Background: an optimization exercise with open tools, aiming at small area and a short achievable clock period. Do not read the settings as production practice.
Function was checked by simulation only, so behaviour that the tests miss may differ from the original.
Power and IR drop assume default switching activity.

==> design.v <==
package switch_defs;
	localparam PTR_W = $clog2(4);
	localparam PKT_W = 2*4 + 8;
	typedef struct packed {
		logic [4-1:0]  source;
		logic [4-1:0]  target;
		logic [8-1:0] data;
	} packet_t;
endpackage
import switch_defs::*;
module sync_fifo (
	input  wire                          clk,
	input  wire                          we,
	input  wire [3:0]                    wr_ptr,
	input  wire [14:0]                   rd_oh,
	input  wire [switch_defs::PKT_W-1:0] data_in,
	output reg  [switch_defs::PKT_W-1:0] data_out
);
	localparam DEPTH = 15;
	reg [switch_defs::PKT_W-1:0] mem [0:DEPTH-1];
	always_ff @(posedge clk) begin
		if (we)
			mem[wr_ptr] <= data_in;
	end
	always_comb begin
		logic [switch_defs::PKT_W-1:0] d;
		d = '0;
		for (int k = 0; k < DEPTH; k++)
			d = d | ({switch_defs::PKT_W{rd_oh[k]}} & mem[k]);
		data_out = d;
	end
endmodule
import switch_defs::*;
module rx_port (
	input  wire                          clk,
	input  wire                          rst_n,
	input  wire                          valid_in,
	input  wire [switch_defs::PKT_W-1:0] pkt_in,
	input  wire [4-1:0]         grant_vec,
	output reg  [switch_defs::PKT_W-1:0] hd_pkt,
	output reg  [4-1:0]         req
);
	reg        hv;         
	reg [14:0] rd_oh;      
	reg [3:0]  wr_ptr;
	reg        full;       
	reg        r_ne;       
	wire [switch_defs::PKT_W-1:0] ring_out;
	wire [4-1:0] owed   = req & ~grant_vec;
	wire                  ld     = (owed == {4{1'b0}});  
	wire                  push   = valid_in & ~full;
	wire                  deq    = ld & r_ne;           
	wire                  to_hd  = ld & ~r_ne;          
	wire                  enq    = push & ~to_hd;       
	wire [3:0] wr_i  = (wr_ptr == 4'd14) ? 4'd0 : wr_ptr + 4'd1;
	wire       c14   = rd_oh[wr_i];         
	wire [14:0] rd_n = {rd_oh[13:0], rd_oh[14]};
	wire       c1    = rd_n[wr_ptr];        
	wire       hv_n  = ~ld | r_ne | push;
	sync_fifo ring (
		.clk      (clk),
		.we       (~full),  
		.wr_ptr   (wr_ptr),
		.rd_oh    (rd_oh),
		.data_in  (pkt_in),
		.data_out (ring_out)
	);
	always_ff @(posedge clk or negedge rst_n) begin
		if (!rst_n) begin
			hv     <= 1'b0;
			rd_oh  <= 15'd1;
			wr_ptr <= 4'd0;
			full   <= 1'b0;
			r_ne   <= 1'b0;
			req    <= {4{1'b0}};
		end else begin
			hv     <= hv_n;
			full   <= ~ld & (full | (c14 & push));
			r_ne   <= enq | (r_ne & ~(deq & c1));
			if (deq) rd_oh <= rd_n;
			if (enq) wr_ptr <= wr_i;
			if (!ld)
				req <= owed;
			else if (r_ne)
				req <= ring_out[8 +: 4];
			else
				req <= push ? pkt_in[8 +: 4] : {4{1'b0}};
		end
	end
	always_ff @(posedge clk) begin
		if (ld)
			hd_pkt <= r_ne ? ring_out : pkt_in;
	end
endmodule
import switch_defs::*;
module tx_port #(
	parameter PORT_ID = 0
) (
	input  wire                                     clk,
	input  wire                                     rst_n,
	input  wire [4*switch_defs::PKT_W-1:0] rx_pkts,
	input  wire [4-1:0]                    rx_reqs,
	output reg  [4-1:0]                    grants,
	output reg                                      valid_out,
	output reg  [switch_defs::PKT_W-1:0]            pkt_out
);
	reg [3:0] rr;    
	wire      any = |rx_reqs;
	reg [switch_defs::PKT_W-1:0] pkt_out_n;
	always_comb begin
		logic [3:0] r;
		r = rx_reqs;
		for (int i = 0; i < 4; i++) begin
			grants[i] = r[i] & ( rr[i]
				| (rr[(i+3)%4] & ~r[(i+3)%4])
				| (rr[(i+2)%4] & ~r[(i+2)%4] & ~r[(i+3)%4])
				| (rr[(i+1)%4] & ~r[(i+1)%4] & ~r[(i+2)%4] & ~r[(i+3)%4]));
		end
	end
	always_comb begin
		logic [switch_defs::PKT_W-1:0] p;
		p = '0;
		for (int i = 0; i < 4; i++)
			p = p | ({switch_defs::PKT_W{grants[i]}} & rx_pkts[i*switch_defs::PKT_W +: switch_defs::PKT_W]);
		pkt_out_n = p;
	end
	always_ff @(posedge clk or negedge rst_n) begin
		if (!rst_n) begin
			valid_out <= 1'b0;
			rr        <= 4'b0001;
		end else begin
			valid_out <= any & ~grants[PORT_ID];
			if (any)
				rr <= {grants[2:0], grants[3]};
		end
	end
	always_ff @(posedge clk)
		pkt_out <= pkt_out_n;
endmodule
import switch_defs::*;
module switch_4port(
	input  logic       clk,
	input  logic       rst_n,
	input  logic       port0_valid_in,
	input  logic [3:0] port0_source_in,
	input  logic [3:0] port0_target_in,
	input  logic [7:0] port0_data_in,
	output logic       port0_valid_out,
	output logic [3:0] port0_source_out,
	output logic [3:0] port0_target_out,
	output logic [7:0] port0_data_out,
	input  logic       port1_valid_in,
	input  logic [3:0] port1_source_in,
	input  logic [3:0] port1_target_in,
	input  logic [7:0] port1_data_in,
	output logic       port1_valid_out,
	output logic [3:0] port1_source_out,
	output logic [3:0] port1_target_out,
	output logic [7:0] port1_data_out,
	input  logic       port2_valid_in,
	input  logic [3:0] port2_source_in,
	input  logic [3:0] port2_target_in,
	input  logic [7:0] port2_data_in,
	output logic       port2_valid_out,
	output logic [3:0] port2_source_out,
	output logic [3:0] port2_target_out,
	output logic [7:0] port2_data_out,
	input  logic       port3_valid_in,
	input  logic [3:0] port3_source_in,
	input  logic [3:0] port3_target_in,
	input  logic [7:0] port3_data_in,
	output logic       port3_valid_out,
	output logic [3:0] port3_source_out,
	output logic [3:0] port3_target_out,
	output logic [7:0] port3_data_out
);
	localparam NUM_PORTS = 4;
	localparam W = switch_defs::PKT_W;
	wire [NUM_PORTS*W-1:0] rx_pkt_in;
	wire [NUM_PORTS*W-1:0] tx_pkt_out;
	wire [NUM_PORTS-1:0]   rx_valid_in;
	wire [NUM_PORTS-1:0]   tx_valid_out;
	assign rx_pkt_in[0*W +: W] = {port0_source_in, port0_target_in, port0_data_in};
	assign rx_pkt_in[1*W +: W] = {port1_source_in, port1_target_in, port1_data_in};
	assign rx_pkt_in[2*W +: W] = {port2_source_in, port2_target_in, port2_data_in};
	assign rx_pkt_in[3*W +: W] = {port3_source_in, port3_target_in, port3_data_in};
	assign rx_valid_in = {port3_valid_in, port2_valid_in, port1_valid_in, port0_valid_in};
	assign {port0_source_out, port0_target_out, port0_data_out} = tx_pkt_out[0*W +: W];
	assign {port1_source_out, port1_target_out, port1_data_out} = tx_pkt_out[1*W +: W];
	assign {port2_source_out, port2_target_out, port2_data_out} = tx_pkt_out[2*W +: W];
	assign {port3_source_out, port3_target_out, port3_data_out} = tx_pkt_out[3*W +: W];
	assign {port3_valid_out, port2_valid_out, port1_valid_out, port0_valid_out} = tx_valid_out;
	wire [NUM_PORTS*W-1:0] hd_pkts;
	wire [NUM_PORTS-1:0]   reqs   [NUM_PORTS-1:0];  
	wire [NUM_PORTS-1:0]   grants [NUM_PORTS-1:0];  
	genvar i;
	generate
		for (i = 0; i < NUM_PORTS; i++) begin : PORTS
			logic [NUM_PORTS-1:0] my_grant_vec;
			logic [NUM_PORTS-1:0] my_req_vec;
			always_comb begin
				for (int j = 0; j < NUM_PORTS; j++) begin
					my_grant_vec[j] = grants[j][i];
					my_req_vec[j]   = reqs[j][i];
				end
			end
			rx_port rx_inst (
				.clk(clk), .rst_n(rst_n),
				.valid_in(rx_valid_in[i]),
				.pkt_in(rx_pkt_in[i*W +: W]),
				.grant_vec(my_grant_vec),
				.hd_pkt(hd_pkts[i*W +: W]),
				.req(reqs[i])
			);
			tx_port #(.PORT_ID(i)) tx_inst (
				.clk(clk), .rst_n(rst_n),
				.rx_pkts(hd_pkts),
				.rx_reqs(my_req_vec),
				.grants(grants[i]),
				.valid_out(tx_valid_out[i]),
				.pkt_out(tx_pkt_out[i*W +: W])
			);
		end
	endgenerate
endmodule
==> run.sh <==
#!/bin/bash
# synth_recipe.tcl (not shown) runs the flow's synth.tcl, then flattens the netlist and writes it again
# the make line also repeats each setting of config.mk as NAME=value (left out here)
make -C /OpenROAD-flow-scripts/flow DESIGN_CONFIG=/design/flow/config.mk WORK_HOME=/design/flow/orfs CLKGATE_MAP_FILE= SYNTH_SCRIPT=/design/flow/synth_recipe.tcl finish
==> config.mk <==
export PLATFORM = sky130hd
export DESIGN_NAME = switch_4port
export DESIGN_NICKNAME = switch_4port
export VERILOG_FILES = /design/flow/design.v
export SDC_FILE = /design/flow/constraint.sdc
export NUM_CORES = 4
export LEC_CHECK = 0
export CAP_MARGIN = 20
export CORE_MARGIN = 2
export CORE_UTILIZATION = 60
export CTS_CLUSTER_DIAMETER = 80
export CTS_CLUSTER_SIZE = 24
export PLACE_DENSITY = 0.75
export SETUP_SLACK_MARGIN = 3.3
export SLEW_MARGIN = 20
==> constraint.sdc <==
create_clock -name core_clock -period 5.5 [get_ports {clk}]
set_input_delay 1.1000 -clock core_clock [delete_from_list [all_inputs] [get_ports {clk}]]
set_output_delay 1.1000 -clock core_clock [all_outputs]
set_load 0.01 [all_outputs]
==> results.ini, run 1 <==
[run_status]
status=finished clean

[cts]
clk_latency_ps=660
cts_max_level=2
cts_buffers=56
clockRootBuffer=clkbuf_16
path_clk_slew_ps=100
cts_tree=built
clockBufferDepth=3
numClockSinks=1208

[worst_setup_path]
critPathMaxStageDelay_ps=440
worst-path-buf-inv=5
reg2reg_depth=10
start_kind=flip-flop
path_max_fanout=4
critPathRequiredTime_ps=6050
r2r_end=PORTS[0].rx_inst.rd_oh[8]
r2r_slack_ps=3180
cp.arrival_ps=2860
r2r-start=PORTS[2].rx_inst.req[0]
cpMostUsedCell=buf_6
path_cells=buf_6 -> nor2b_4 -> a211oi_4 -> o32ai_4 -> buf_6 -> nor4_4 -> buf_6 -> buf_12 -> buf_16 -> mux2_4
crit_family=buffers and inverters
critPathSlowestCell=dfrtp_2
endpoint_kind=flip-flop
path_class=reg2reg

[placed_design]
io_buffers=137
post-dp-hpwl_mm=73.9
pre_cts_ws_ps=2350
place.gp.congestion=0.933

[logic_synthesis]
ys_types=76
synthTopCellsByArea=edfxtp_1, dfrtp_1, a22oi_1
yosysTopAreaCell=edfxtp_1
yosys_warnings=7
syn_inst=2892
synth-edff-count=1024
synth-seq-cells=1208
synth-main-ff-cell=edfxtp_1
netlist_area_um2=46100
ys_seq_area_share_pct=76.0
synth.net_count=2962
netlist.area_leader.share_pct=66.7
synthArstFlopShare_pct=9.93
avgSynthCellArea_um2=15.9

[floorplanning]
die_w_um=281
coreArea_um2=75900
ios=138
die_y_um=281
row_count=101
dieArea_um2=79100
start_util_pct=60.7

[sta]
rsz0062_at_grt=yes
tightest_slew_ps=888
finalHoldViolations=0
finalWorstSetupSlack_ps=3180
maxSlewHeadroom_pct=40.2
period_minus_slack_ps=2320
period_share_pct=42.1
finalSetupViolCount=0
max_freq_mhz=432
setup_tns_ps=0
timing.final.max_slew_violations=0
fin_skew_ps=20.9

[cells_and_area]
area_growth_syn_to_layout_pct=14.1
drive_gt1_share_pct=21.0
final_cell_mix=edfxtp_1, a22oi_1, nand2_1
final_common_cell=edfxtp_1
layout.nets=3152

[route]
wirelength_mm=128
vias=29271
ant_nets=0
first_pass_iters=9
vias_per_cell=7.04
drcViolationCount=0
drtIter0Drc=5077
wire_per_inst_um=30.7

[pwr]
power_leakage_nw=17.7
irDropWorstVdd_uv=330
powerDensity_nw_per_um2=348
p_total_mw=18.3

[grt]
grt_pass1_vias=27756
grt_overflow=0
grt_pass1_wl_mm=184
grt.total_usage_pct=32.0
antenna_found_initial=4
grt_max_degree=70

[min_path]
min_path_type=in2async

[flow_run]
drv_cap=0

synthesized netlist by cell type (all sizes together) (15+ instances only):
cell type	n
edfxtp	1024
a22oi	352
nand2	238
clkbuf	165
dfrtp	112
nand4	105
nor2	85
mux2	72
a222oi	64
dfxtp	64
a221oi	63
a22o	62
o21ai	54
o22a	49
buf	39
a21oi	37
nand3	31
nor3	31
nand2b	28
a21o	23
inv	23
nor4	16
mux2i	15
sequential cells by signal (all words and copies together), names as in the netlist:
name	cells
PORTS.rx_inst.full	4
PORTS.rx_inst.hd_pkt	64
PORTS.rx_inst.r_ne	4
PORTS.rx_inst.rd_oh	60
PORTS.rx_inst.req	16
PORTS.rx_inst.ring.mem	960
PORTS.rx_inst.wr_ptr	16
PORTS.tx_inst.pkt_out	64
PORTS.tx_inst.rr	16
PORTS.tx_inst.valid_out	4
cells by family (layout without fill, tap and decap cells):
family,after synthesis,after routing,synth area share (%)
AOI/OAI and AO/OA,773,773,13.0
other,0,1,0
buffers and inverters,229,461,1.95
DFF,1208,1208,76.0
and+or+nand+nor,585,589,6.30
muxes,97,97,2.71
per-layer routing:
layer  wire [um]  GRT usage (%)
met5          13              0
met4        4640           11.1
met3       15400           5.51
met2       58700           49.0
met1       49000           46.9
worst max-delay path by stage:
stage               slack, ps                       start  cells after the start                               to
CTS                      3130     PORTS[2].rx_inst.req[0]                     10        PORTS[0].rx_inst.rd_oh[4]
detailed placement       2350     PORTS[3].rx_inst.req[2]                      6       PORTS[2].rx_inst.rd_oh[13]
floorplan                2930  PORTS[3].rx_inst.wr_ptr[2]                      4  PORTS[3].rx_inst.ring.mem[4][0]
finish                   3180     PORTS[2].rx_inst.req[0]                     10        PORTS[0].rx_inst.rd_oh[8]
global route             3110     PORTS[1].rx_inst.req[1]                      8       PORTS[0].rx_inst.wr_ptr[1]
global placement         2450      PORTS[2].tx_inst.rr[0]                      6        PORTS[2].rx_inst.rd_oh[4]
report_power, final:
| part | switching [mW] | internal [mW] |
|---|---|---|
| logic | 1.42 | 0.805 |
| clock network | 2.71 | 1.98 |
| registers | 0.641 | 10.7 |
| total | 4.77 | 13.5 |
layout make-up:
class | count | area [um^2]
diodes | 1 | 2.50
clock buffers | 101 | 1590
clock inverters | 3 | 20.0
fillers | 4800 | 23400
inverters | 25 | 95.1
multi-input cells | 1459 | 11200
flip-flops and latches | 1208 | 35200
well taps | 1030 | 1290
repair buffers | 332 | 3210
through the flow:
step	utilization, %	instance area [um^2]	std cells	hold WS, ps
6_report	69.2	52600	4159	492
5_1_grt	69.2	52600	4158	536
4_1_cts	68.0	51600	4101	512
3_5_place_dp	64.5	49000	3943	518
3_3_place_gp	64.5	49000	3943	514
2_1_floorplan	-	46400	2892	488
timing repair:
action	4_1_cts	5_1_grt
cloned	8	1
pin swaps	25	30
endpoints found under the setup margin	959	631
buffers inserted	46	56
hold endpoints to repair	0	0
hold buffers	0	0
gates resized for setup	494	133
==> run 2: changes to the inputs <==
--- a/config.mk
+++ b/config.mk
@@ -7,9 +7,9 @@
 export LEC_CHECK = 0
 export CAP_MARGIN = 20
 export CORE_MARGIN = 2
-export CORE_UTILIZATION = 60
+export CORE_UTILIZATION = 65
 export CTS_CLUSTER_DIAMETER = 80
 export CTS_CLUSTER_SIZE = 24
-export PLACE_DENSITY = 0.75
-export SETUP_SLACK_MARGIN = 3.3
+export PLACE_DENSITY = 0.8
+export SETUP_SLACK_MARGIN = 3.1
 export SLEW_MARGIN = 20
==> run 2 against run 1 <==
Against the previous run: hold slack worse by 87 ps; synthesized cell count unchanged; area after synthesis did not move; total power fell by 1.7%; combinational power is 13% lower; critical path depth shrank 6; design area shrank 3.2%; sequential share of layout area is 2.0 points higher.
==> results.ini, run 2 <==
[logic_synthesis]
netlist_area_um2=46100  ; unchanged
yosysTopAreaCell=edfxtp_1
yosys_warnings=7  ; unchanged
synth-main-ff-cell=edfxtp_1
synthTopCellsByArea=edfxtp_1, dfrtp_1, a22oi_1
synth-seq-cells=1208  ; unchanged
netlist.area_leader.share_pct=66.7  ; unchanged
synth-edff-count=1024  ; unchanged
ys_types=76  ; unchanged
yosysMostFrequentCell=edfxtp_1
synthArstFlopShare_pct=9.93  ; unchanged
ys_seq_area_share_pct=76.0  ; unchanged
syn_inst=2892  ; unchanged
synth.net_count=2962  ; unchanged
synthTopCellsByCount=edfxtp_1, a22oi_1, nand2_1
avgSynthCellArea_um2=15.9  ; unchanged

[pwr]
p_int_mw=13.4  ; -1.1%
p_total_mw=18.0  ; -1.7%
power_leakage_nw=17.3  ; -2.4%
clkPwrFrac_pct=26.2  ; +0.5 points
irDropWorstVdd_uv=280  ; -15%
power_frac_comb_pct=10.8  ; -1.4 points
seq_power_share_pct=63.0  ; +0.8 points
switching_share_pct=25.7  ; -0.44 points
powerDensity_nw_per_um2=353  ; +1.6%
p_switching_mw=4.61  ; -3.4%

[sta]
rsz0062_at_grt=yes
setup_tns_ps=0  ; unchanged
period_minus_slack_ps=2550  ; +230 ps
maxSlewHeadroom_pct=25.3  ; -15 points
finalHoldViolations=0  ; unchanged
finalSetupViolCount=0  ; unchanged
tightest_slew_ps=1120  ; +233 ps
timing.final.max_slew_violations=0  ; unchanged
fin_skew_ps=36.9  ; +16.0 ps
max_freq_mhz=393  ; -9.0%
finalWorstSetupSlack_ps=2950  ; -230 ps
period_share_pct=46.3  ; +4.2 points

[cts]
path_clk_slew_ps=100  ; about the same
numClockSinks=1208  ; unchanged
cts_hold_buffers=0  ; unchanged
cts_buffers=56  ; unchanged
clockRootBuffer=clkbuf_16
clk_latency_ps=660  ; about the same
cts_max_level=2  ; unchanged
clockBufferDepth=3  ; unchanged
cts_tree=built

[worst_setup_path]
worst-path-buf-inv=1  ; -4
critPathSlowestCell=dfrtp_1
path_max_fanout=16  ; +12
r2r-start=PORTS[2].rx_inst.wr_ptr[3]
cp.arrival_ps=2890  ; +30 ps
critPathRequiredTime_ps=5840  ; -210 ps
crit_family=simple AND/OR/NAND/NOR gates
path_class=reg2reg
start_kind=flip-flop
critPathMaxStageDelay_ps=640  ; +200 ps
path_cells=nor2b_1 -> nand2b_1 -> nor2_1 -> buf_4
crit_start=PORTS[2].rx_inst.wr_ptr[3]
endpoint_kind=flip-flop

[floorplanning]
coreArea_um2=70100  ; -7.6%
ios=138  ; unchanged
row_count=97  ; -4.0%
die_w_um=270  ; -3.9%
start_util_pct=65.7  ; +5.0 points
dieArea_um2=73100  ; -7.6%
die_y_um=270  ; -3.9%

[flow_run]
drv_cap=0  ; unchanged

[cells_and_area]
utilization_pct=72.5  ; +3.3 points
final_cell_mix=edfxtp_1, a22oi_1, nand2_1
seqCellArea_um2=35100  ; -0.35%
area_growth_syn_to_layout_pct=10.4
layout.nets=3071  ; -2.6%
multi_input_area_um2=10700  ; -4.8%
fillers=4328  ; -9.8%
final_common_cell=edfxtp_1
drive_gt1_share_pct=12.6  ; -8.4 points
reg_top3=PORTS.rx_inst.ring.mem x960, PORTS.rx_inst.hd_pkt x64, PORTS.tx_inst.pkt_out x64
largest_register_ff_count=960  ; unchanged
antenna_cells=0  ; -1
top_register=PORTS.rx_inst.ring.mem

[grt]
grt_pass1_wl_mm=181  ; -2.0%
grt_overflow=0  ; unchanged
grt_max_degree=65  ; -7.1%
grt_pass1_vias=27364  ; -1.4%
antenna_found_initial=5  ; +1
grt.total_usage_pct=33.5  ; +1.5 points

[route]
ant_nets=0  ; unchanged
drcViolationCount=0  ; unchanged
vias_per_cell=7.25  ; +3.0%
wirelength_mm=125  ; -2.4%
first_pass_iters=12  ; +3
vias=28890  ; -1.3%
drtIter0Drc=5201  ; +2.4%
wire_per_inst_um=31.3  ; +1.9%

[run_status]
status=finished clean

[placed_design]
pre_cts_ws_ps=2620  ; +267 ps
post-dp-hpwl_mm=74.1  ; +0.21%
io_buffers=137  ; unchanged
place.gp.congestion=0.926  ; -0.78%

[min_path]
min_path_type=in2async

-- run 2: path summary, 6_finish.rpt --
path	slack, ps	depth (start not counted)	endpoint
setup / recovery	2950	4	PORTS[2].rx_inst.ring.mem[9][5]
hold / removal	400	1	PORTS[1].rx_inst.wr_ptr[1]
setup reg to reg	2950	4	PORTS[2].rx_inst.ring.mem[9][5]
hold reg to reg	550	1	PORTS[0].tx_inst.rr[3]
max in group asynchronous	3780	2	PORTS[2].rx_inst.rd_oh[9]
min in group core_clock	550	1	PORTS[0].tx_inst.rr[3]
-- run 2: power by group through the flow --
stage | registers (mW) | logic [mW] | clock network [mW]
detailed placement | 11.5 | 1.79 | 0
finish | 11.3 | 1.94 | 4.71
CTS | 11.3 | 1.83 | 4.69
global route | 11.4 | 2.04 | 4.99
global placement | 11.4 | 1.73 | 0
floorplan | 11.1 | 1.31 | 0
-- run 2: final cells by class --
cell class                 count  share of cell area (%)
clock buffer                 100                    3.16
timing repair buffer         252                    4.41
tap                          940                    2.31
inverter                      25                   0.192
sequential                  1208                    68.9
multi-input combinational   1458                    20.9
clock inverter                 4                  0.0688
-- run 2: repair_timing --
action,4_1_cts,5_1_grt
gates resized for setup,123,52
setup endpoints to repair,473,274
gates cloned,3,2
setup buffers,10,2
pin swaps,6,6
hold endpoints to repair,0,0
-- run 2: routing by layer --
layer / GRT usage [%] / wire, um / up-vias
met5: 0 / 19 / -
met4: 11.5 / 4580 / 4
met3: 6.98 / 16900 / 330
met2: 50.9 / 57300 / 2318
met1: 49.0 / 45900 / 14330
li1: - / - / 11908
-- run 2: stage by stage --
| stage | cell area (um^2) | hold slack, ps | std cells |
|---|---|---|---|
| 2_1_floorplan | 46300 | 488 | 2892 |
| 3_3_place_gp | 48800 | 513 | 3866 |
| 3_5_place_dp | 48800 | 529 | 3866 |
| 4_1_cts | 50700 | 438 | 3983 |
| 5_1_grt | 50900 | 455 | 3987 |
| 6_report | 50900 | 405 | 3987 |
-- run 2: kinds of logic (layout without fill, tap and decap cells) --
logic type | count (synthesis) | count (layout) | synth area share, %
AO/OA/AOI/OAI | 773 | 773 | 13.0
buffers and inverters | 229 | 381 | 1.95
flip-flops | 1208 | 1208 | 76.0
multiplexers | 97 | 97 | 2.71
AND/OR/NAND/NOR | 585 | 588 | 6.30
==> run 3: changes to the inputs <==
--- a/config.mk
+++ b/config.mk
@@ -7,9 +7,9 @@
 export LEC_CHECK = 0
 export CAP_MARGIN = 20
 export CORE_MARGIN = 2
-export CORE_UTILIZATION = 65
+export CORE_UTILIZATION = 55
 export CTS_CLUSTER_DIAMETER = 80
 export CTS_CLUSTER_SIZE = 24
-export PLACE_DENSITY = 0.8
-export SETUP_SLACK_MARGIN = 3.1
+export PLACE_DENSITY = 0.7
+export SETUP_SLACK_MARGIN = 3.2
 export SLEW_MARGIN = 20
==> run 3 against run 2 <==
Against the previous run: still clean on timing, DRC and antenna; flip-flop and latch count unchanged; non-clock buffer count increased by 26; first-iteration DRC count decreased by 15%; final cell count increased by 4.3%; via count decreased by 0.50%; clock-buffer cell count unchanged; largest cell class unchanged.
==> results.ini, run 3 <==
[route]
wirelength_mm=130  ; +4.1%
first_pass_iters=11  ; -1
drcViolationCount=0  ; unchanged
vias=28746  ; -0.50%
ant_nets=0  ; unchanged
drtIter0Drc=4435  ; -15%
wire_per_inst_um=31.2  ; -0.27%
vias_per_cell=6.91  ; -4.6%

[pwr]
switching_share_pct=26.1  ; +0.45 points
power_leakage_nw=17.4  ; +0.72%
powerDensity_nw_per_um2=353  ; about the same
seq_power_share_pct=62.2  ; -0.8 points
power_frac_comb_pct=10.9  ; about the same
clkPwrFrac_pct=26.9  ; +0.7 points
irDropWorstVdd_uv=303  ; +8.4%
p_total_mw=18.2  ; +1.4%
p_switching_mw=4.76  ; +3.2%
p_int_mw=13.5  ; +0.82%

[worst_setup_path]
path_max_fanout=18  ; +2
endpoint_kind=flip-flop
critPathRequiredTime_ps=5850  ; about the same
start_kind=flip-flop
cp.arrival_ps=2690  ; -200 ps
path_class=reg2reg

[cells_and_area]
area_growth_syn_to_layout_pct=11.9
layout.nets=3100  ; +0.94%
antenna_cells=0  ; unchanged
largest_register_ff_count=960  ; unchanged
final_common_cell=edfxtp_1
fillers=5949  ; +37%
reg_top3=PORTS.rx_inst.ring.mem x960, PORTS.rx_inst.hd_pkt x64, PORTS.tx_inst.pkt_out x64
final_cell_mix=edfxtp_1, a22oi_1, nand2_1
drive_gt1_share_pct=17.7  ; +5.1 points
top_register=PORTS.rx_inst.ring.mem

[logic_synthesis]
synth-edff-count=1024  ; unchanged
netlist.area_leader.share_pct=66.7  ; unchanged
ys_seq_area_share_pct=76.0  ; unchanged
ys_types=76  ; unchanged
netlist_area_um2=46100  ; unchanged
yosys_warnings=7  ; unchanged
synthTopCellsByArea=edfxtp_1, dfrtp_1, a22oi_1
synthArstFlopShare_pct=9.93  ; unchanged
synthTopCellsByCount=edfxtp_1, a22oi_1, nand2_1
synth-seq-cells=1208  ; unchanged
synth-main-ff-cell=edfxtp_1
avgSynthCellArea_um2=15.9  ; unchanged
yosysTopAreaCell=edfxtp_1
synth.net_count=2962  ; unchanged
yosysMostFrequentCell=edfxtp_1
syn_inst=2892  ; unchanged

[cts]
cts_hold_buffers=0  ; unchanged
numClockSinks=1208  ; unchanged
cts_tree=built
clockBufferDepth=3  ; unchanged
path_clk_slew_ps=100  ; about the same
cts_max_level=2  ; unchanged
clockRootBuffer=clkbuf_16
clk_latency_ps=670  ; about the same
cts_buffers=58  ; +3.6%

[floorplanning]
dieArea_um2=86200  ; +18%
start_util_pct=55.4  ; -10 points
coreArea_um2=83300  ; +19%
ios=138  ; unchanged
row_count=106  ; +9.3%
die_w_um=294  ; +8.6%
die_y_um=294  ; +8.6%

[placed_design]
io_buffers=137  ; unchanged
post-dp-hpwl_mm=75.3  ; +1.7%
place.gp.congestion=0.908  ; -2.0%
pre_cts_ws_ps=2520  ; -93.0 ps

[sta]
setup_tns_ps=0  ; unchanged
whs_ps=415  ; +10.7 ps
finalHoldViolations=0  ; unchanged
maxSlewHeadroom_pct=34.8  ; +9.6 points
period_share_pct=42.4  ; -3.9 points
period_minus_slack_ps=2330  ; -215 ps
fin_skew_ps=34.0  ; -2.90 ps
max_freq_mhz=429  ; +9.2%
tightest_slew_ps=978  ; -143 ps
rsz0062_at_grt=yes
finalWorstSetupSlack_ps=3170  ; +215 ps
timing.final.max_slew_violations=0  ; unchanged
finalSetupViolCount=0  ; unchanged

[run_status]
status=finished clean

[flow_run]
drv_cap=0  ; unchanged

[grt]
grt_pass1_wl_mm=187  ; +3.4%
grt.total_usage_pct=29.6  ; -3.9 points
grt_overflow=0  ; unchanged
antenna_found_initial=6  ; +1
grt_max_degree=76  ; +17%
grt_pass1_vias=27196  ; -0.61%

[min_path]
min_path_type=in2async

run 3: logic make-up (layout without fill, tap and decap cells):
logic type,after synthesis,count (layout),synth area share (%)
muxes,97,97,2.71
AOI/OAI and AO/OA,773,773,13.0
DFF,1208,1208,76.0
and+or+nand+nor,585,589,6.30
buffers and inverters,229,413,1.95
run 3: worst max-delay path: stages, from the launching register on:
cell	delay (ps)
dfrtp_2	550
inv_1	160
or3_1	510
nor2_2	460
buf_4	330
run 3: power by group through the flow:
stage	Combinational, mW	Sequential (mW)	Clock [mW]
2_1_floorplan	1.35	11.1	0
3_3_place_gp	1.75	11.5	0
3_5_place_dp	1.81	11.5	0
4_1_cts	1.90	11.3	4.94
5_1_grt	2.11	11.4	5.26
6_report	1.99	11.3	4.90
run 3: metrics by stage:
stage	std cells	cell area, um^2	utilization [%]
2_1_floorplan	2892	46400	-
3_3_place_gp	4011	49100	59.0
4_1_cts	4142	51200	61.4
5_1_grt	4160	51600	62.0
3_5_place_dp	4011	49100	59.0
6_report	4160	51600	62.0
run 3: repair_timing:
item / in CTS / in global routing
resized for setup: 385 / 70
setup endpoints to repair: 723 / 411
gates cloned: 3 / 3
setup buffers: 18 / 15
pin swaps: 15 / 12
run 3: worst paths after layout:
path / startpoint / to / slack [ps] / depth (start not counted)
max: PORTS[2].rx_inst.wr_ptr[2] / PORTS[2].rx_inst.ring.mem[4][12] / 3170 / 4
min: rst_n / PORTS[1].rx_inst.wr_ptr[2] / 420 / 1
max reg2reg: PORTS[2].rx_inst.wr_ptr[2] / PORTS[2].rx_inst.ring.mem[4][12] / 3170 / 4
min reg2reg: PORTS[2].rx_inst.hd_pkt[1] / PORTS[2].tx_inst.pkt_out[1] / 540 / 2
max in group asynchronous: rst_n / PORTS[3].rx_inst.rd_oh[13] / 3870 / 2
min in group core_clock: PORTS[2].rx_inst.hd_pkt[1] / PORTS[2].tx_inst.pkt_out[1] / 540 / 2
run 3: cell type report:
type                            instances  area [um^2]  share of cell area (%)
Clock buffer                          100         1680                    3.26
Clock inverter                         10         80.1                   0.155
Inverter                               25          101                   0.196
Multi-Input combinational cell       1459        10900                    21.1
Sequential cell                      1208        35100                    68.1
Tap cell                             1080         1350                    2.62
Timing Repair Buffer                  278         2380                    4.61
run 3: per-layer routing:
layer / GRT usage (%) / up-vias / wire (um)
met2: 45.0 / 1883 / 59100
met1: 45.1 / 14654 / 52700
met4: 7.73 / 6 / 3500
met5: 0 / - / 41
met3: 4.73 / 234 / 14400
li1: - / 11969 / -
==> run 4: changes to the inputs <==
--- a/config.mk
+++ b/config.mk
@@ -7,9 +7,9 @@
 export LEC_CHECK = 0
 export CAP_MARGIN = 20
 export CORE_MARGIN = 2
-export CORE_UTILIZATION = 55
+export CORE_UTILIZATION = 50
 export CTS_CLUSTER_DIAMETER = 80
 export CTS_CLUSTER_SIZE = 24
-export PLACE_DENSITY = 0.7
+export PLACE_DENSITY = 0.65
 export SETUP_SLACK_MARGIN = 3.2
 export SLEW_MARGIN = 20
==> run 4 against run 3 <==
Against the previous run: flip-flop and latch count is the same; non-clock buffer count grew 22; largest power group unchanged; total power shrank 0.16%; sequential power is essentially flat; clock power shrank 0.8%; design area grew 0.48%; clock skew grew 1.9 ps; sequential share of layout area shrank 0.32 points; still clean; critical endpoint is now PORTS[3].rx_inst.rd_oh[10].
==> results.ini, run 4 <==
[run_status]
status=finished clean

[cells_and_area]
area_growth_syn_to_layout_pct=12.5
layout.nets=3121  ; +0.68%
top_register=PORTS.rx_inst.ring.mem
final_common_cell=edfxtp_1
reg_top3=PORTS.rx_inst.ring.mem x960, PORTS.rx_inst.hd_pkt x64, PORTS.tx_inst.pkt_out x64
fillers=7066  ; +19%
fin_cells=4290  ; +3.1%
final_cell_mix=edfxtp_1, a22oi_1, nand2_1
largest_register_ff_count=960  ; unchanged
drive_gt1_share_pct=18.0  ; +0.31 points

[sta]
fin_skew_ps=35.9  ; +1.88 ps
finalWorstSetupSlack_ps=3150  ; -12.5 ps
max_freq_mhz=426  ; -0.53%
finalSetupViolCount=0  ; unchanged
tightest_slew_ps=1010  ; +32.2 ps
period_share_pct=42.6  ; +0.23 points
timing.final.max_slew_violations=0  ; unchanged
whs_ps=431  ; +16.2 ps
setup_tns_ps=0  ; unchanged
finalHoldViolations=0  ; unchanged
period_minus_slack_ps=2350  ; +12.5 ps
maxSlewHeadroom_pct=32.7  ; -2.1 points
rsz0062_at_grt=yes

[pwr]
p_total_mw=18.2  ; -0.16%
irDropWorstVdd_uv=258  ; -15%
power_leakage_nw=17.5  ; +0.54%
powerDensity_nw_per_um2=351  ; -0.64%

[grt]
grt_overflow=0  ; unchanged
grt.total_usage_pct=27.1  ; -2.6 points
antenna_found_initial=8  ; +2
grt_max_degree=78  ; +2.6%
grt_pass1_vias=27276  ; +0.29%
grt_pass1_wl_mm=188  ; +0.42%

[route]
drcViolationCount=0  ; unchanged
vias=28381  ; -1.3%
vias_per_cell=6.62  ; -4.3%
drtIter0Drc=4238  ; -4.4%
wire_per_inst_um=30.5  ; -2.4%
ant_nets=0  ; unchanged
wirelength_mm=131  ; +0.69%
first_pass_iters=11  ; unchanged

[placed_design]
pre_cts_ws_ps=2420  ; -98.2 ps
dp_cells=4123  ; +2.8%
post-dp-hpwl_mm=76.4  ; +1.4%
io_buffers=137  ; unchanged
place.gp.congestion=0.955  ; +5.2%

[logic_synthesis]
ys_types=76  ; unchanged
yosysTopAreaCell=edfxtp_1
avgSynthCellArea_um2=15.9  ; unchanged
netlist_area_um2=46100  ; unchanged
ys_seq_area_share_pct=76.0  ; unchanged
netlist.area_leader.share_pct=66.7  ; unchanged
yosysMostFrequentCell=edfxtp_1
yosys_warnings=7  ; unchanged
syn_inst=2892  ; unchanged
synth-edff-count=1024  ; unchanged
synthTopCellsByCount=edfxtp_1, a22oi_1, nand2_1
synthTopCellsByArea=edfxtp_1, dfrtp_1, a22oi_1
synthArstFlopShare_pct=9.93  ; unchanged
synth-seq-cells=1208  ; unchanged
synth-main-ff-cell=edfxtp_1
synth.net_count=2962  ; unchanged

[cts]
cts_hold_buffers=0  ; unchanged
numClockSinks=1208  ; unchanged
cts_max_level=2  ; unchanged
clockRootBuffer=clkbuf_16
cts_buffers=57  ; -1.7%
clockBufferDepth=3  ; unchanged
cts_tree=built
path_clk_slew_ps=90  ; about the same
clk_latency_ps=690  ; +20 ps

[worst_setup_path]
r2r_end=PORTS[3].rx_inst.rd_oh[10]
reg2reg_depth=8  ; +4
critPathSlowestCell=dfstp_2
r2r-start=PORTS[2].tx_inst.rr[0]
r2r_slack_ps=3150  ; about the same
path_cells=or4b_4 -> nand4_4 -> o32ai_4 -> a221oi_4 -> buf_6 -> buf_8 -> nand2_8 -> mux2_4
path_class=reg2reg
endpoint_kind=flip-flop
path_max_fanout=8  ; -10
critPathMaxStageDelay_ps=570  ; +20 ps
start_kind=flip-flop
critPathRequiredTime_ps=6050  ; +200 ps
cp.arrival_ps=2900  ; +210 ps
crit_start=PORTS[2].tx_inst.rr[0]
critPathCapture=PORTS[3].rx_inst.rd_oh[10]

[floorplanning]
dieArea_um2=94700  ; +9.9%
die_w_um=308  ; +4.8%
die_y_um=308  ; +4.8%
coreArea_um2=91500  ; +9.9%
start_util_pct=50.4  ; -5.0 points
row_count=111  ; +4.7%
ios=138  ; unchanged

[min_path]
min_path_type=in2async

[flow_run]
drv_cap=0  ; unchanged

-- run 4: changes by cell type in the layout (fill, tap and decap cells not counted), sizes merged --
cell and change:
clkinvlp -1, clkbuf +1, buf +23, clkinv -1, inv -2, diode +4
-- run 4: layout make-up --
| type | count | area (um^2) | share of cell area (%) |
|---|---|---|---|
| clock inverter | 6 | 46.3 | 0.0893 |
| inverter | 25 | 97.6 | 0.188 |
| tap | 1186 | 1480 | 2.86 |
| sequential | 1208 | 35100 | 67.8 |
| timing repair buffer | 300 | 2540 | 4.90 |
| clock buffer | 102 | 1670 | 3.22 |
| multi-input combinational | 1459 | 10900 | 21.0 |
| antenna | 4 | 10.0 | 0.0193 |
-- run 4: per-stage QoR --
step / utilization [%] / instance area [um^2]
floorplan: - / 46400
global placement: 53.9 / 49300
detailed placement: 53.9 / 49300
CTS: 56.1 / 51300
global route: 56.7 / 51800
finish: 56.7 / 51900
-- run 4: timing repair --
action / in CTS / in global routing
gates resized for setup: 380 / 65
endpoints found under the setup margin: 772 / 423
buffers inserted: 25 / 25
pin swaps: 14 / 11
gates cloned: 2 / 3
-- run 4: per-layer routing --
metal	track usage, %	vias up	share of wire, %
met5	0	-	0.039
met4	6.89	8	2.6
met3	5.02	232	10
met2	41.8	1687	46
met1	39.8	14447	42
li1	-	12007	-
-- run 4: worst max-delay path, delay by kind of cell (launching register included) --
kind                   cells  cell delay, ps
and+or+nand+nor            3             680
DFF                        1             570
AOI/OAI and AO/OA          2             350
muxes                      1             340
buffers and inverters      2             280
-- run 4: cell families after synthesis --
| logic type | share of synthesized area (%) |
|---|---|
| multiplexers | 2.71 |
| flip-flops | 76.0 |
| AO/OA/AOI/OAI | 13.0 |
| buffers and inverters | 1.95 |
| AND/OR/NAND/NOR | 6.30 |
-- run 4: how the worst min path moves through the flow --
stage / from / end / slack (ps)
after floorplan: PORTS[3].tx_inst.rr[3] / PORTS[3].tx_inst.rr[3] / 490
after global routing: rst_n / PORTS[1].rx_inst.wr_ptr[2] / 490
after global placement: PORTS[0].tx_inst.rr[3] / PORTS[0].tx_inst.rr[3] / 510
after CTS: rst_n / PORTS[1].rx_inst.wr_ptr[2] / 480
after detailed placement: PORTS[2].tx_inst.rr[2] / PORTS[2].tx_inst.rr[2] / 520
final: rst_n / PORTS[1].rx_inst.wr_ptr[2] / 430
-- run 4: power by group --
| group | total, mW | switching, mW | internal [mW] |
|---|---|---|---|
| clock network | 4.86 | 2.77 | 2.08 |
| logic | 1.96 | 1.31 | 0.642 |
| registers | 11.4 | 0.663 | 10.7 |
==> run 5: changes to the inputs <==
--- a/design.v
+++ b/design.v
@@ -13,6 +13,7 @@
 	input  wire                          we,
 	input  wire [3:0]                    wr_ptr,
 	input  wire [14:0]                   rd_oh,
+	input  wire                          byp,       
 	input  wire [switch_defs::PKT_W-1:0] data_in,
 	output reg  [switch_defs::PKT_W-1:0] data_out
 );
@@ -24,9 +25,9 @@
 	end
 	always_comb begin
 		logic [switch_defs::PKT_W-1:0] d;
-		d = '0;
+		d = {switch_defs::PKT_W{byp}} & data_in;
 		for (int k = 0; k < DEPTH; k++)
-			d = d | ({switch_defs::PKT_W{rd_oh[k]}} & mem[k]);
+			d = d | ({switch_defs::PKT_W{rd_oh[k] & ~byp}} & mem[k]);
 		data_out = d;
 	end
 endmodule
@@ -62,6 +63,7 @@
 		.we       (~full),  
 		.wr_ptr   (wr_ptr),
 		.rd_oh    (rd_oh),
+		.byp      (~r_ne),
 		.data_in  (pkt_in),
 		.data_out (ring_out)
 	);
@@ -81,15 +83,13 @@
 			if (enq) wr_ptr <= wr_i;
 			if (!ld)
 				req <= owed;
-			else if (r_ne)
-				req <= ring_out[8 +: 4];
 			else
-				req <= push ? pkt_in[8 +: 4] : {4{1'b0}};
+				req <= ring_out[8 +: 4] & {4{r_ne | push}};
 		end
 	end
 	always_ff @(posedge clk) begin
 		if (ld)
-			hd_pkt <= r_ne ? ring_out : pkt_in;
+			hd_pkt <= ring_out;
 	end
 endmodule
 import switch_defs::*;
--- a/config.mk
+++ b/config.mk
@@ -7,9 +7,9 @@
 export LEC_CHECK = 0
 export CAP_MARGIN = 20
 export CORE_MARGIN = 2
-export CORE_UTILIZATION = 50
+export CORE_UTILIZATION = 60
 export CTS_CLUSTER_DIAMETER = 80
 export CTS_CLUSTER_SIZE = 24
-export PLACE_DENSITY = 0.65
+export PLACE_DENSITY = 0.75
 export SETUP_SLACK_MARGIN = 3.2
 export SLEW_MARGIN = 20
==> run 5 against run 4 <==
Against the previous run: first-iteration DRC count up 20%; wire length fell by 4.2%; sequential share of layout area rose by 1.1 points; setup slack lost 74 ps; largest power group unchanged; critical path type unchanged; critical endpoint is now PORTS[2].rx_inst.rd_oh[10]; highest routed layer unchanged.
==> results.ini, run 5 <==
[run_status]
status=finished clean

[sta]
fin_skew_ps=26.5  ; -9.38 ps
maxSlewHeadroom_pct=23.4  ; -9.3 points
finalHoldViolations=0  ; unchanged
timing.final.max_slew_violations=0  ; unchanged
finalSetupViolCount=0  ; unchanged
setup_tns_ps=0  ; unchanged
tightest_slew_ps=1150  ; +140 ps
max_freq_mhz=413  ; -3.1%
whs_ps=415  ; -16.2 ps
period_minus_slack_ps=2420  ; +74.4 ps
rsz0062_at_grt=yes
period_share_pct=44.0  ; +1.4 points

[logic_synthesis]
synth-seq-cells=1208  ; unchanged
ys_seq_area_share_pct=76.3  ; +0.34 points
netlist.area_leader.share_pct=67.0  ; +0.30 points
yosysMostFrequentCell=edfxtp_1
synth.net_count=2870  ; -3.1%
yosysTopAreaCell=edfxtp_1
synthTopCellsByCount=edfxtp_1, a22oi_1, clkbuf_1
synthTopCellsByArea=edfxtp_1, dfrtp_1, a22oi_1
syn_inst=2800  ; -3.2%
netlist_area_um2=45900  ; -0.45%
synth-main-ff-cell=edfxtp_1
ys_types=70  ; -7.9%
synth-edff-count=1024  ; unchanged
avgSynthCellArea_um2=16.4  ; +2.8%
synthArstFlopShare_pct=9.93  ; unchanged
yosys_warnings=7  ; unchanged

[cts]
cts_tree=built
path_clk_slew_ps=100  ; about the same
clk_latency_ps=680  ; about the same
clockRootBuffer=clkbuf_16
cts_buffers=57  ; unchanged
numClockSinks=1208  ; unchanged
cts_max_level=2  ; unchanged
clockBufferDepth=3  ; unchanged

[floorplanning]
die_w_um=281  ; -8.8%
dieArea_um2=78700  ; -17%
ios=138  ; unchanged
start_util_pct=60.5  ; +10 points
row_count=101  ; -9.0%
die_y_um=281  ; -8.8%
coreArea_um2=75800  ; -17%

[placed_design]
dp_cells=3806  ; -7.7%
post-dp-hpwl_mm=72.1  ; -5.6%
io_buffers=137  ; unchanged
place.gp.congestion=0.911  ; -4.6%

[route]
vias=28441  ; +0.21%
wirelength_mm=125  ; -4.2%
drtIter0Drc=5081  ; +20%
first_pass_iters=7  ; -4
vias_per_cell=7.18  ; +8.5%
drcViolationCount=0  ; unchanged
ant_nets=0  ; unchanged
wire_per_inst_um=31.6  ; +3.7%

[cells_and_area]
final_common_cell=edfxtp_1
top_register=PORTS.rx_inst.ring.mem
layout.nets=3001  ; -3.8%
area_growth_syn_to_layout_pct=11.2
largest_register_ff_count=960  ; unchanged
fin_cells=3962  ; -7.6%
reg_top3=PORTS.rx_inst.ring.mem x960, PORTS.rx_inst.hd_pkt x64, PORTS.tx_inst.pkt_out x64
drive_gt1_share_pct=18.0  ; -0.047 points
fillers=4943  ; -30%
final_cell_mix=edfxtp_1, a22oi_1, nor2_1
seqCellArea_um2=35100  ; about the same
multi_input_area_um2=10700  ; -1.7%

[worst_setup_path]
critPathRequiredTime_ps=6070  ; +20 ps
r2r_end=PORTS[2].rx_inst.rd_oh[10]
start_kind=flip-flop
path_max_fanout=8  ; unchanged
crit_start=PORTS[0].tx_inst.rr[0]
endpoint_kind=flip-flop
reg2reg_depth=8  ; unchanged
r2r_slack_ps=3080  ; -70 ps
path_class=reg2reg
cp.arrival_ps=2980  ; +80 ps
r2r-start=PORTS[0].tx_inst.rr[0]

[pwr]
power_leakage_nw=16.8  ; -4.0%
irDropWorstVdd_uv=252  ; -2.4%
powerDensity_nw_per_um2=376  ; +7.0%
p_total_mw=19.2  ; +5.4%

[grt]
antenna_found_initial=7  ; -1
grt_pass1_vias=26791  ; -1.8%
grt_pass1_wl_mm=180  ; -4.0%
grt_max_degree=74  ; -5.1%
grt_overflow=0  ; unchanged
grt.total_usage_pct=31.4  ; +4.3 points

[min_path]
min_path_type=in2async

[flow_run]
drv_cap=0  ; unchanged

run 5: routing by layer:
layer	track usage [%]	wire length (um)	part of all wire, %
met5	0	56	0.045
met3	6.94	16000	13
met1	46.4	48700	39
met2	47.3	56600	45
met4	9.60	3820	3.1
run 5: area by class of cell:
cell class | instances | area share, %
well taps | 978 | 2.40
repair inverters | 2 | 0.0343
multi-input cells | 1367 | 20.9
clock inverters | 5 | 0.118
flip-flops and latches | 1208 | 68.8
repair buffers | 268 | 4.15
inverters | 27 | 0.248
clock buffers | 103 | 3.28
diodes | 4 | 0.0196
run 5: how the worst max path moves through the flow:
stage | endpoint | cells after the start
2_1_floorplan | PORTS[2].rx_inst.ring.mem[0][0] | 4
3_3_place_gp | PORTS[1].rx_inst.rd_oh[8] | 6
3_5_place_dp | PORTS[1].rx_inst.rd_oh[11] | 6
4_1_cts | port2_source_out[2] | 1
5_1_grt | PORTS[3].rx_inst.wr_ptr[2] | 6
6_report | PORTS[2].rx_inst.rd_oh[10] | 8
run 5: metrics by stage:
stage	area, um^2	util [%]	setup slack, ps
final	51000	67.3	3080
after global routing	51000	67.3	3000
after detailed placement	48600	64.2	2190
after floorplan	46100	-	2930
after CTS	50700	66.8	3020
after global placement	48600	64.1	2310
run 5: timing repair:
item | in CTS | in global routing
resized for setup | 389 | 67
hold buffers | 0 | 0
setup buffers | 23 | 15
endpoints found under the setup margin | 518 | 489
pin swaps | 9 | 8
cloned | 5 | 1
run 5: critical path, cell delays in order, from the launching register on:
cell      delay, ps
dfstp_2         580
nor2_1           70
a211oi_2        310
nor3b_2         130
or4_4           560
buf_6           160
clkinv_8         70
nand2_8          90
mux2_4          340
run 5: report_power, final:
part	total, mW	switching (mW)	internal [mW]
Sequential	11.8	0.740	11.0
Clock	4.86	2.75	2.11
Combinational	2.55	1.73	0.818
Total	19.2	5.22	14.0
run 5: kinds of logic after synthesis:
group / after synthesis / synth area share (%)
AOI/OAI and AO/OA: 783 / 13.8
muxes: 91 / 2.69
DFF: 1208 / 76.3
buffers and inverters: 228 / 1.96
and+or+nand+nor: 490 / 5.19
==> run 6: changes to the inputs <==
--- a/config.mk
+++ b/config.mk
@@ -11,5 +11,5 @@
 export CTS_CLUSTER_DIAMETER = 80
 export CTS_CLUSTER_SIZE = 24
 export PLACE_DENSITY = 0.75
-export SETUP_SLACK_MARGIN = 3.2
+export SETUP_SLACK_MARGIN = 3.3
 export SLEW_MARGIN = 20
==> run 6 against run 5 <==
Against the previous run: sequential power about the same; clock skew decreased by 2.5 ps; area after synthesis unchanged; critical endpoint is now port1_valid_out; largest cell class unchanged; largest power group unchanged; highest routed layer unchanged.
==> results.ini, run 6 <==
[route]
ant_nets=0  ; unchanged
vias=28593  ; +0.53%
drcViolationCount=0  ; unchanged
wl_met1_mm=48.5  ; -0.42%
wire_per_inst_um=31.9  ; +1.1%
wirelength_mm=128  ; +2.2%
routed-wl-met2_mm=58.7  ; +3.6%
first_pass_iters=11  ; +4
wl_met3_mm=16.7  ; +4.3%
vias_per_cell=7.14  ; -0.52%
drtIter0Drc=4785  ; -5.8%
maxUsedRoutingLayer=met5

[placed_design]
io_buffers=137  ; unchanged
post-dp-hpwl_mm=73.3  ; +1.7%
place.gp.congestion=0.950  ; +4.3%

[run_status]
status=finished clean

[pwr]
seq_power_share_pct=60.8  ; -0.6 points
p_total_mw=19.4  ; +1.4%
p_switching_mw=5.38  ; +3.0%
irDropWorstVdd_uv=330  ; +31%
switching_share_pct=27.7  ; +0.44 points
p_int_mw=14.1  ; +0.76%
clkPwrFrac_pct=24.8  ; -0.6 points
powerDensity_nw_per_um2=373  ; -0.80%
power_frac_comb_pct=14.4  ; +1.1 points
power_leakage_nw=17.2  ; +2.3%

[worst_setup_path]
path_cells=buf_2
endpoint_kind=output port
critPathRequiredTime_ps=4400  ; -1670 ps
start_kind=flip-flop
worst-path-buf-inv=1  ; -1
crit_family=flip-flops
path_class=reg2out
cp.arrival_ps=1260  ; -1720 ps
path_max_fanout=1  ; -7
critPathMaxStageDelay_ps=440  ; -140 ps
critPathSlowestCell=dfrtp_1

[grt]
grt_pass1_wl_mm=184  ; +1.9%
grt_pass1_vias=27101  ; +1.2%
antenna_found_initial=8  ; +1
grt.total_usage_pct=32.1  ; +0.66 points
grt_overflow=0  ; unchanged
grt_max_degree=71  ; -4.1%

[logic_synthesis]
synth-edff-count=1024  ; unchanged
syn_inst=2800  ; unchanged
ys_types=70  ; unchanged
synthArstFlopShare_pct=9.93  ; unchanged
yosys_warnings=7  ; unchanged
netlist_area_um2=45900  ; unchanged
yosysTopAreaCell=edfxtp_1
synth.net_count=2870  ; unchanged
synthTopCellsByArea=edfxtp_1, dfrtp_1, a22oi_1
yosysMostFrequentCell=edfxtp_1
ys_seq_area_share_pct=76.3  ; unchanged
synthTopCellsByCount=edfxtp_1, a22oi_1, clkbuf_1
synth-main-ff-cell=edfxtp_1
synth-seq-cells=1208  ; unchanged
avgSynthCellArea_um2=16.4  ; unchanged
netlist.area_leader.share_pct=67.0  ; unchanged

[sta]
tightest_slew_ps=1030  ; -115 ps
maxSlewHeadroom_pct=31.0  ; +7.7 points
period_share_pct=42.9  ; -1.1 points
finalHoldViolations=0  ; unchanged
finalSetupViolCount=0  ; unchanged
period_minus_slack_ps=2360  ; -61.7 ps
max_freq_mhz=424  ; +2.6%
whs_ps=454  ; +38.3 ps
fin_skew_ps=24.0  ; -2.52 ps
rsz0062_at_grt=yes
timing.final.max_slew_violations=0  ; unchanged
setup_tns_ps=0  ; unchanged

[cts]
clk_latency_ps=670  ; about the same
cts_max_level=2  ; unchanged
cts_buffers=57  ; unchanged
clockRootBuffer=clkbuf_16
clockBufferDepth=3  ; unchanged
path_clk_slew_ps=100  ; about the same
cts_tree=built
numClockSinks=1208  ; unchanged

[floorplanning]
ios=138  ; unchanged
die_y_um=281  ; unchanged
coreArea_um2=75800  ; unchanged
row_count=101  ; unchanged
start_util_pct=60.5  ; unchanged
dieArea_um2=78700  ; unchanged
die_w_um=281  ; unchanged

[flow_run]
drv_cap=0  ; unchanged

[cells_and_area]
area_growth_syn_to_layout_pct=13.7
final_cell_mix=edfxtp_1, a22oi_1, buf_4
top_register=PORTS.rx_inst.ring.mem
drive_gt1_share_pct=21.5  ; +3.5 points
fillers=4822  ; -2.4%
final_common_cell=edfxtp_1
largest_register_ff_count=960  ; unchanged
reg_top3=PORTS.rx_inst.ring.mem x960, PORTS.rx_inst.hd_pkt x64, PORTS.tx_inst.pkt_out x64
layout.nets=3048  ; +1.6%

[min_path]
min_path_type=in2async

==> run 6: power groups by stage <==
stage	clock (mW)	combinational, mW	sequential [mW]
after floorplan	0	1.64	11.5
after global placement	0	2.17	11.9
after detailed placement	0	2.24	12.0
after CTS	4.83	2.47	11.8
after global routing	5.15	2.94	11.9
final	4.83	2.80	11.8
==> run 6: stage by stage <==
stage	std cells	utilization [%]	cell area (um^2)	worst slack (ps)
final	4004	68.8	52200	3140
after global routing	4003	68.8	52200	3100
after CTS	3951	67.5	51200	3110
after detailed placement	3800	64.3	48800	2180
after global placement	3800	64.3	48800	2280
after floorplan	2800	-	46300	2930
==> run 6: cells by family (layout without fill, tap and decap cells) <==
logic type / after synthesis / after routing / share of synthesized area, %
AO/OA/AOI/OAI: 783 / 783 / 13.8
AND/OR/NAND/NOR: 490 / 495 / 5.19
multiplexers: 91 / 91 / 2.69
flip-flops: 1208 / 1208 / 76.3
buffers and inverters: 228 / 447 / 1.96
other: 0 / 2 / 0
==> run 6: area by class of cell <==
type                       count  area (um^2)  area share (%)
multi-input combinational   1369        11100            21.2
tap                          978         1220            2.35
antenna                        2         5.00         0.00959
timing repair inverter         3         41.3          0.0791
clock buffer                 102         1660            3.18
clock inverter                 3         37.5          0.0720
sequential                  1208        35200            67.4
timing repair buffer         312         2820            5.40
inverter                      27          130           0.249
==> run 6: what timing repair did <==
action,CTS,global route
gates cloned,7,2
resized for setup,435,145
hold buffers,0,0
setup endpoints to repair,875,541
setup buffers,39,48
pin swaps,23,22
==> run 6: layer usage <==
layer,up-vias,GRT usage (%)
met2,2145,48.8
met3,291,7.61
li1,11848,-
met1,14299,46.5
met5,-,0
met4,10,9.71
==> run 6: final timing paths <==
check / start / to / slack, ps / cells past startpoint
max: PORTS[1].tx_inst.valid_out / port1_valid_out / 3140 / 1
min: rst_n / PORTS[0].rx_inst.full / 450 / 1
max reg2reg: PORTS[1].tx_inst.rr[0] / PORTS[2].rx_inst.rd_oh[5] / 3150 / 7
min reg2reg: PORTS[0].rx_inst.rd_oh[7] / PORTS[0].rx_inst.rd_oh[7] / 550 / 1
max in group asynchronous: rst_n / PORTS[2].rx_inst.req[1] / 3800 / 2
min in group core_clock: PORTS[0].rx_inst.rd_oh[7] / PORTS[0].rx_inst.rd_oh[7] / 550 / 1
==> run 7: changes to the inputs <==
--- a/config.mk
+++ b/config.mk
@@ -7,9 +7,9 @@
 export LEC_CHECK = 0
 export CAP_MARGIN = 20
 export CORE_MARGIN = 2
-export CORE_UTILIZATION = 60
+export CORE_UTILIZATION = 55
 export CTS_CLUSTER_DIAMETER = 80
 export CTS_CLUSTER_SIZE = 24
-export PLACE_DENSITY = 0.75
-export SETUP_SLACK_MARGIN = 3.3
+export PLACE_DENSITY = 0.7
+export SETUP_SLACK_MARGIN = 3.2
 export SLEW_MARGIN = 20
==> run 7 against run 6 <==
Against the previous run: clock skew is 13 ps higher; synthesized cell count stayed put; die area is 9.0% higher; area after synthesis stayed put; maximum frequency is 1.4% lower; critical path depth is 6 higher; global-route usage is 2.6 points lower; design area is 1.7% lower; setup slack worse by 33 ps; combinational power is 11% lower; sequential share of layout area is 1.1 points higher.
==> results.ini, run 7 <==
[sta]
setup_tns_ps=0  ; unchanged
timing.final.max_slew_violations=0  ; unchanged
finalHoldViolations=0  ; unchanged
period_minus_slack_ps=2390  ; +33.1 ps
rsz0062_at_grt=yes
max_freq_mhz=418  ; -1.4%
fin_skew_ps=36.9  ; +12.9 ps
whs_ps=461  ; +7.17 ps
finalSetupViolCount=0  ; unchanged
maxSlewHeadroom_pct=24.8  ; -6.2 points
finalWorstSetupSlack_ps=3110  ; -33.1 ps
period_share_pct=43.5  ; +0.60 points
tightest_slew_ps=1130  ; +92.6 ps

[cts]
clockBufferDepth=3  ; unchanged
cts_buffers=57  ; unchanged
numClockSinks=1208  ; unchanged
clk_latency_ps=670  ; about the same
clockRootBuffer=clkbuf_16
cts_max_level=2  ; unchanged
path_clk_slew_ps=100  ; about the same
cts_tree=built

[pwr]
powerDensity_nw_per_um2=373  ; +0.10%
power_leakage_nw=16.9  ; -1.8%
irDropWorstVdd_uv=245  ; -26%

[worst_setup_path]
critPathMaxStageDelay_ps=590  ; +150 ps
cp.arrival_ps=2940  ; +1680 ps
reg2reg_depth=7  ; unchanged
endpoint_kind=flip-flop
critPathSlowestCell=or4_4
path_max_fanout=8  ; +7
critPathRequiredTime_ps=6050  ; +1650 ps
path_class=reg2reg
start_kind=flip-flop
path_cells=and2b_1 -> a211oi_2 -> nor3b_1 -> or4_4 -> clkinv_8 -> nand2_8 -> mux2_4

[logic_synthesis]
netlist.area_leader.share_pct=67.0  ; unchanged
synthTopCellsByArea=edfxtp_1, dfrtp_1, a22oi_1
ys_seq_area_share_pct=76.3  ; unchanged
syn_inst=2800  ; unchanged
yosysMostFrequentCell=edfxtp_1
synth-seq-cells=1208  ; unchanged
avgSynthCellArea_um2=16.4  ; unchanged
synthArstFlopShare_pct=9.93  ; unchanged
synth-edff-count=1024  ; unchanged
yosys_warnings=7  ; unchanged
synth.net_count=2870  ; unchanged
synthTopCellsByCount=edfxtp_1, a22oi_1, clkbuf_1
netlist_area_um2=45900  ; unchanged
yosysTopAreaCell=edfxtp_1
ys_types=70  ; unchanged
synth-main-ff-cell=edfxtp_1

[floorplanning]
dieArea_um2=85800  ; +9.0%
start_util_pct=55.7  ; -4.8 points
die_y_um=293  ; +4.4%
die_w_um=293  ; +4.4%
ios=138  ; unchanged
coreArea_um2=82400  ; +8.6%
row_count=105  ; +4.0%

[grt]
grt_max_degree=75  ; +5.6%
grt_overflow=0  ; unchanged
grt.total_usage_pct=29.5  ; -2.6 points
grt_pass1_wl_mm=185  ; +0.81%
antenna_found_initial=4  ; -4
grt_pass1_vias=26955  ; -0.54%

[cells_and_area]
final_common_cell=edfxtp_1
top_register=PORTS.rx_inst.ring.mem
layout.nets=3009  ; -1.3%
reg_top3=PORTS.rx_inst.ring.mem x960, PORTS.rx_inst.hd_pkt x64, PORTS.tx_inst.pkt_out x64
area_growth_syn_to_layout_pct=11.7
antenna_cells=0  ; -2
largest_register_ff_count=960  ; unchanged
final_cell_mix=edfxtp_1, a22oi_1, nor2_1
drive_gt1_share_pct=18.4  ; -3.1 points

[run_status]
status=finished clean

[route]
wire_per_inst_um=31.6  ; -0.93%
vias=28410  ; -0.64%
first_pass_iters=14  ; +3
wirelength_mm=128  ; +0.40%
drcViolationCount=0  ; unchanged
drtIter0Drc=5082  ; +6.2%
vias_per_cell=7.00  ; -2.0%
ant_nets=0  ; unchanged

[min_path]
min_path_type=in2async

[placed_design]
io_buffers=137  ; unchanged
pre_cts_ws_ps=2150  ; -28.1 ps
post-dp-hpwl_mm=74.6  ; +1.8%
place.gp.congestion=0.933  ; -1.7%

[flow_run]
drv_cap=0  ; unchanged

run 7: changes by cell type in the layout (fill, tap and decap cells not counted), moves of 8 or more:
cell and delta:
mux2_4 +14, dfxtp_1 +10, mux2_2 -14, dfrtp_2 -14
nor2_1 +14, dfrtp_1 +17, nor2_4 -15, dfxtp_2 -14
nor3_4 -8, buf_6 -34, nor3_2 +8, buf_4 -25
buf_2 +35, buf_12 -11
run 7: per-stage QoR:
stage | instance area, um^2 | utilization [%] | instances | total power [mW]
after CTS | 50900 | 61.7 | 4039 | 19.0
after global placement | 48900 | 59.3 | 3910 | 14.0
final | 51300 | 62.3 | 4058 | 19.1
after floorplan | 46100 | - | 2800 | 13.1
after detailed placement | 48900 | 59.3 | 3910 | 14.1
after global routing | 51300 | 62.3 | 4058 | 19.7
run 7: report_power, final:
group,internal [mW],switching (mW),total [mW]
logic,0.801,1.68,2.48
registers,11.0,0.783,11.8
clock network,2.09,2.76,4.84
run 7: worst max-delay path, delay by kind of cell (launching register included):
| kind | cells | cell delay (ps) |
|---|---|---|
| AOI/OAI and AO/OA | 1 | 260 |
| buffers and inverters | 1 | 110 |
| DFF | 1 | 490 |
| muxes | 1 | 340 |
| and+or+nand+nor | 4 | 1050 |
run 7: kinds of logic (layout without fill, tap and decap cells):
family	after synthesis	count (layout)	synth area share, %
and+or+nand+nor	490	495	5.19
AOI/OAI and AO/OA	783	783	13.8
buffers and inverters	228	411	1.96
muxes	91	91	2.69
DFF	1208	1208	76.3
run 7: cell type report:
class                   instances  area (um^2)
clock buffers                 103         1670
clock inverters                 5         51.3
fillers                      5797        31100
inverters                      27          126
multi-input cells            1369        10800
flip-flops and latches       1208        35100
well taps                    1070         1340
repair buffers                274         2160
repair inverters                2         20.0
run 7: repair_timing:
item	4_1_cts	5_1_grt
pin swaps	9	15
endpoints found under the setup margin	457	403
hold buffers	0	0
gates resized for setup	414	76
setup buffers	17	15
cloned	4	4
run 7: metal layers:
metal	vias to the layer above	share of wire (%)	GRT usage, %	wire length [um]
met5	-	0.030	0	39
met3	268	12	6.56	15800
met1	14383	39	43.2	50300
li1	11762	-	-	-
met4	6	2.9	7.95	3760
met2	1991	46	45.0	58600
run 7: path summary, 6_finish.rpt:
path / endpoint / startpoint / slack [ps]
worst max register to register: PORTS[2].rx_inst.rd_oh[6] / PORTS[0].rx_inst.req[0] / 3110
worst min-delay path: PORTS[0].rx_inst.wr_ptr[1] / rst_n / 460
worst min register to register: PORTS[0].tx_inst.rr[0] / PORTS[0].tx_inst.rr[0] / 560
worst max-delay path: PORTS[2].rx_inst.rd_oh[6] / PORTS[0].rx_inst.req[0] / 3110
max in group asynchronous: PORTS[3].rx_inst.wr_ptr[0] / rst_n / 3810
min in group core_clock: PORTS[0].tx_inst.rr[0] / PORTS[0].tx_inst.rr[0] / 560

-- what the ideal ports hide --
The flow's constraints put no driver on any port. The routed layouts listed below were extracted and timed again, unchanged, in two steps. Step 1 assumes that a clkbuf_16 drives the clock port and a buf_2 every other input. Step 2 times the ports against the registers' clock, not the clock port: input delays grow and output delays shrink by t, the midpoint of the rising clock arrivals with the driver on. a / b / c = no drivers / after step 1 / after step 2; a / b = the first two.
run | t, ns | setup slack, ns | worst data-port slew with drivers (ns)
run 1 | 0.720 | 3.183 / 3.146 / 2.666 | 0.08
run 2 | 0.708 | 2.952 / 2.952 / 2.654 | 0.08
run 3 | 0.722 | 3.167 / 3.154 / 2.661 | 0.09
run 4 | 0.739 | 3.155 / 3.121 / 2.672 | 0.09
run 5 | 0.728 | 3.080 / 3.071 / 2.666 | 0.09
run 6 | 0.726 | 3.142 / 3.074 / 2.685 | 0.09
run 7 | 0.716 | 3.109 / 3.078 / 2.636 | 0.11
After both steps setup and hold are still met in every run listed. For run 1, which loses most, drivers alone change the setup slack by -0.037 ns; drivers and shift together by -0.517 ns.
